This is an optimization exercise on Yosys and OpenROAD, whose aim is small area and a short achievable clock period, not a production implementation. Power figures rest on the tool's default switching activity, not on a simulated workload.

==> exp/pepper: inputs <==
Design m6502_org, start of the top module:
module m6502_org (clk, addr, dataenb, datai, datao, irq_n, nmi_n, sob_n, res_n,
   rdy, vpa, sync, we_n);
Settings: LEC_CHECK=0, ABC_AREA=1, CAP_MARGIN=20, CORE_MARGIN=2, CORE_UTILIZATION=50, SLEW_MARGIN=20; clock period 14.0 ns.
run.sh (not shown) runs the stock make flow with config.mk's settings and CLKGATE_MAP_FILE= SYNTH_SCRIPT=/design/flow/synth_recipe.tcl, a recipe that flattens the netlist after the stock synthesis.
==> exp/garnet (differences from exp/pepper) <==
--- a/flow/design.v
+++ b/flow/design.v
@@ -1683,14 +1683,15 @@
 wire [2:0] alu_ld;
 wire [6:0] prog_ctl;
 wire [6:0] rg_load;
 wire [7:0] psr_d, opcode_in;
 wire [8:1] state_in;
 wire [5:0] alu2op;
 wire [7:0] alu_out;
+wire [7:0] log_out;
 reg  [7:0] alu_wr;         
 op_dcd sm (.opcode(opcode), .state(state), .psrl(psrl),
    .type1_calc(type1_calc), .type2_calc(type2_calc), .type2_write(type2_write),
    .type2_done(type2_done), .type3_calc(type3_calc),
    .z_flag_f(z_flag_f), .branch_carry_f(branch_carry_f),
    .reset_proc(reset_proc), .nmi_proc(nmi_proc), .irq_proc(irq_proc),
    .nmi_pend(nmi_pend), .irq(irq), .resetl(resetl), .rdy(rdy),
@@ -1700,34 +1701,35 @@
    .alu_ld(alu_ld), .sreg_up(sreg_up), .sreg_cen(sreg_cen),
    .prog_ctl(prog_ctl), .rg_load(rg_load), .adl_sel(),
    .adh_sel(), .domux_sel(), .psr_d(),
    .type1_read(type1_read), .type2_read(type2_read), .type3_read(type3_read),
    .opcode_ld(opcode_ld), .opcode_in(opcode_in), .state_in(state_in),
    .irq_pend(irq_pend), .adh_alu());
 wire [7:0] psr_d1;
+wire [6:0] prog_ctl1;     
 op_dcd sm1 (.opcode(opcode), .state(state), .psrl(psrl),
    .type1_calc(type1_calc), .type2_calc(type2_calc), .type2_write(type2_write),
    .type2_done(type2_done), .type3_calc(type3_calc),
    .z_flag_f(z_flag_f), .branch_carry_f(branch_carry_f),
    .reset_proc(reset_proc), .nmi_proc(nmi_proc), .irq_proc(irq_proc),
    .nmi_pend(nmi_pend), .irq(irq), .resetl(resetl), .rdy(1'b1),
    .alu2op(alu2op), .datai(datai), .sob_n(sob_n), .sob_n_f(sob_n_f),
    .syncl(syncl),
    .sync_dcd(), .vpa(), .we_d_n(), .alu_ctl_d(),
    .alu_ld(), .sreg_up(), .sreg_cen(),
-   .prog_ctl(), .rg_load(), .adl_sel(),
+   .prog_ctl(prog_ctl1), .rg_load(), .adl_sel(),
    .adh_sel(), .domux_sel(), .psr_d(psr_d1),
    .type1_read(), .type2_read(), .type3_read(),
    .opcode_ld(), .opcode_in(), .state_in(),
    .irq_pend(), .adh_alu());
 wire sob_fall = ~sob_n & sob_n_f;
 wire [7:0] psr_d0 = resetl ? 8'b0000_0100 : {psrl[7], psrl[6] | sob_fall, psrl[5:0]};
 assign psr_d = rdy ? psr_d1 : psr_d0;
 m6502alu alu (.jreg(jreg), .kreg(kreg), .alu_ctl(alu_ctl), .alu2op(alu2op),
-   .alu_out(alu_out), .log_out());
+   .alu_out(alu_out), .log_out(log_out));
 wire [7:0] dataor = {8{dsel[1]}} & areg | {8{dsel[2]}} & psrl | {8{dsel[3]}} & sreg |
                     {8{dsel[4]}} & xreg | {8{dsel[5]}} & yreg | {8{dsel[6]}} & pc[15:8] |
                     {8{dsel[7]}} & pc[7:0];
 wire dsel_alu = dsel[0];
 wire [2:0] domux_s1;
 op_dcd s1d (.opcode(opcode), .state(8'b0000_0001), .psrl(psrl),
    .type1_calc(1'b0), .type2_calc(1'b0), .type2_write(1'b0),
@@ -1776,27 +1778,31 @@
                     sreg_cen ? (sreg_up ? sreg + 8'd1 : sreg - 8'd1) : sreg;
 wire [7:0] cntil = prog_ctl[6:5] == 2'b10 ? 8'hFC :
                    prog_ctl[6:5] == 2'b01 ? 8'hFA :
                    prog_ctl[6:5] == 2'b11 ? 8'hFE :
                    prog_ctl[4] ? alu_out : hreg;
 wire [7:0] cntih = prog_ctl[6:5] != 2'b00 ? 8'hFF :
                    prog_ctl[3] ? datai : dataol;
-wire [15:0] pc_n = resetl ? 16'hFFFC :
-                   (prog_ctl[2] | prog_ctl[4]) ? {cntih, cntil} :
-                   prog_ctl[0] ? pc + 16'd1 : pc;
+wire [15:0] pc_n1 = resetl ? 16'hFFFC :
+                    (prog_ctl1[2] | prog_ctl[4]) ? {cntih, cntil} :
+                    prog_ctl1[0] ? pc + 16'd1 : pc;
+wire [15:0] pc_n0 = resetl ? 16'hFFFC : prog_ctl[4] ? {cntih, cntil} : pc;
+wire [15:0] pc_n = rdy ? pc_n1 : pc_n0;
 wire [7:0] hreg_n = resetl ? 8'hFC : prog_ctl[1] ? (prog_ctl[3] ? datai : alu_out) : hreg;
 wire ld1 = syncl | resetl;
+wire [7:0] psr_s = {psrl[7], psrl[6] | sob_fall, psrl[5:0]};
+wire z_log = alu_ctl[5] | ~|log_out;
 wire sync_a, vpa_a, sync_f, vpa_f;
 wire [1:0] adl_sel_a, adl_sel_f;
 wire [3:0] adh_sel_a, adh_sel_f;
 wire [2:0] domux_sel_a, domux_sel_f;
-op_dcd nxa (.opcode(opcode), .state({state[7:1], 1'b0}), .psrl(psr_d1),
+op_dcd nxa (.opcode(opcode), .state({state[7:1], 1'b0}), .psrl(psr_s),
    .type1_calc(type1_read), .type2_calc(type2_read), .type2_write(type2_calc),
    .type2_done(type2_write), .type3_calc(type3_read),
-   .z_flag_f(alu2op[1]), .branch_carry_f(alu2op[2]),
+   .z_flag_f(z_log), .branch_carry_f(alu2op[2]),
    .reset_proc(1'b0), .nmi_proc(1'b0), .irq_proc(1'b0),
    .nmi_pend(1'b0), .irq(1'b0), .resetl(1'b0), .rdy(1'b0),
    .alu2op(6'b0), .datai(8'h00), .sob_n(1'b1), .sob_n_f(1'b1),
    .syncl(1'b0),
    .sync_dcd(sync_a), .vpa(vpa_a), .we_d_n(), .alu_ctl_d(),
    .alu_ld(), .sreg_up(), .sreg_cen(),
    .prog_ctl(), .rg_load(), .adl_sel(adl_sel_a),
Settings changed: CAP_MARGIN 20 to 50, CORE_UTILIZATION 50 to 40, SLEW_MARGIN 20 to 50.
==> qor summary <==
Worst clock skew on the final layout: exp/pepper 0.0226 ns; exp/garnet 0.0160 ns
Vias: exp/pepper 15199; exp/garnet 15694
Actual transition at the worst max-transition pin: exp/pepper 1.16 ns; exp/garnet 0.758 ns
Synthesized net count: exp/pepper 2043; exp/garnet 2161
Number of cell rows: exp/pepper 61; exp/garnet 70
Cell Count Post-Placement: exp/pepper 2360; exp/garnet 2566
Switching power: exp/pepper 1070 uW; exp/garnet 993 uW
Maximum vdd ir drop: exp/pepper 103 uV; exp/garnet 108 uV
CP required: exp/pepper 14.36 ns; exp/garnet 11.20 ns
Seq pwr share: exp/pepper 34.5%; exp/garnet 33.6%
Lkg Pwr: exp/pepper 0.00677 uW; exp/garnet 0.00731 uW
Worst Setup Slack, final: exp/pepper 8.61 ns; exp/garnet 8.57 ns
Seq. cell area: exp/pepper 4760 um^2; exp/garnet 4930 um^2
Outcome: exp/pepper timing/DRC/antenna clean; exp/garnet timing/DRC/antenna clean
Avg Synthesized Cell Area: exp/pepper 7.05 um^2; exp/garnet 6.99 um^2
Maximum number of pins on one net before global-route repair: exp/pepper 51; exp/garnet 56
Core occupancy in the finished layout: exp/pepper 55.3%; exp/garnet 44.4%
Initial core utilization: exp/pepper 50.5%; exp/garnet 40.4%
Post-layout minimum cycle time: exp/pepper 5.39 ns; exp/garnet 5.43 ns
Number of nets in the final layout: exp/pepper 2057; exp/garnet 2174
Fraction of layout cells with a size suffix above 1: exp/pepper 7.25%; exp/garnet 9.62%
Fmax: exp/pepper 185 MHz; exp/garnet 184 MHz
Total Power Consumption: exp/pepper 2340 uW; exp/garnet 2280 uW
Multi-input gate share of total cell area: exp/pepper 51.8%; exp/garnet 52.0%
HPWL after detailed placement: exp/pepper 47600 um; exp/garnet 52600 um
Period utilisation layout: exp/pepper 38.5%; exp/garnet 38.8%
Worst skew pair latency: exp/pepper 0.46 ns; exp/garnet 0.45 ns
No run of this note included a check of the RTL's function; only the layout flow was run.

[static timing again, ports no longer ideal]
Ports are ideal in the flow. The routed layouts listed here were re-timed in OpenROAD.
Step 1 sets driving cells, clkbuf_16 on the clock port and buf_2 on the other inputs (assumed; they add their load-dependent delay and slew).
Step 2 times the ports against the registers' clock, not the clock port: input delays grow and output delays shrink by t, the midpoint of the rising clock arrivals with the driver on.
Three values: ideal ports, drivers, drivers and shift; two values: the first two.
run | t (ns) | slack for setup (ns) | worst setup path after step 2 | cell pins on the clock port's net
exp/pepper | 0.504 | 8.607 / 8.607 / 8.234 | input to register | 1
exp/garnet | 0.498 | 8.571 / 8.515 / 8.432 | input to register | 1
After both steps every run listed still meets setup and hold. For exp/pepper, which loses most, drivers alone change the setup slack by 0.000 ns; drivers and shift together by -0.373 ns.
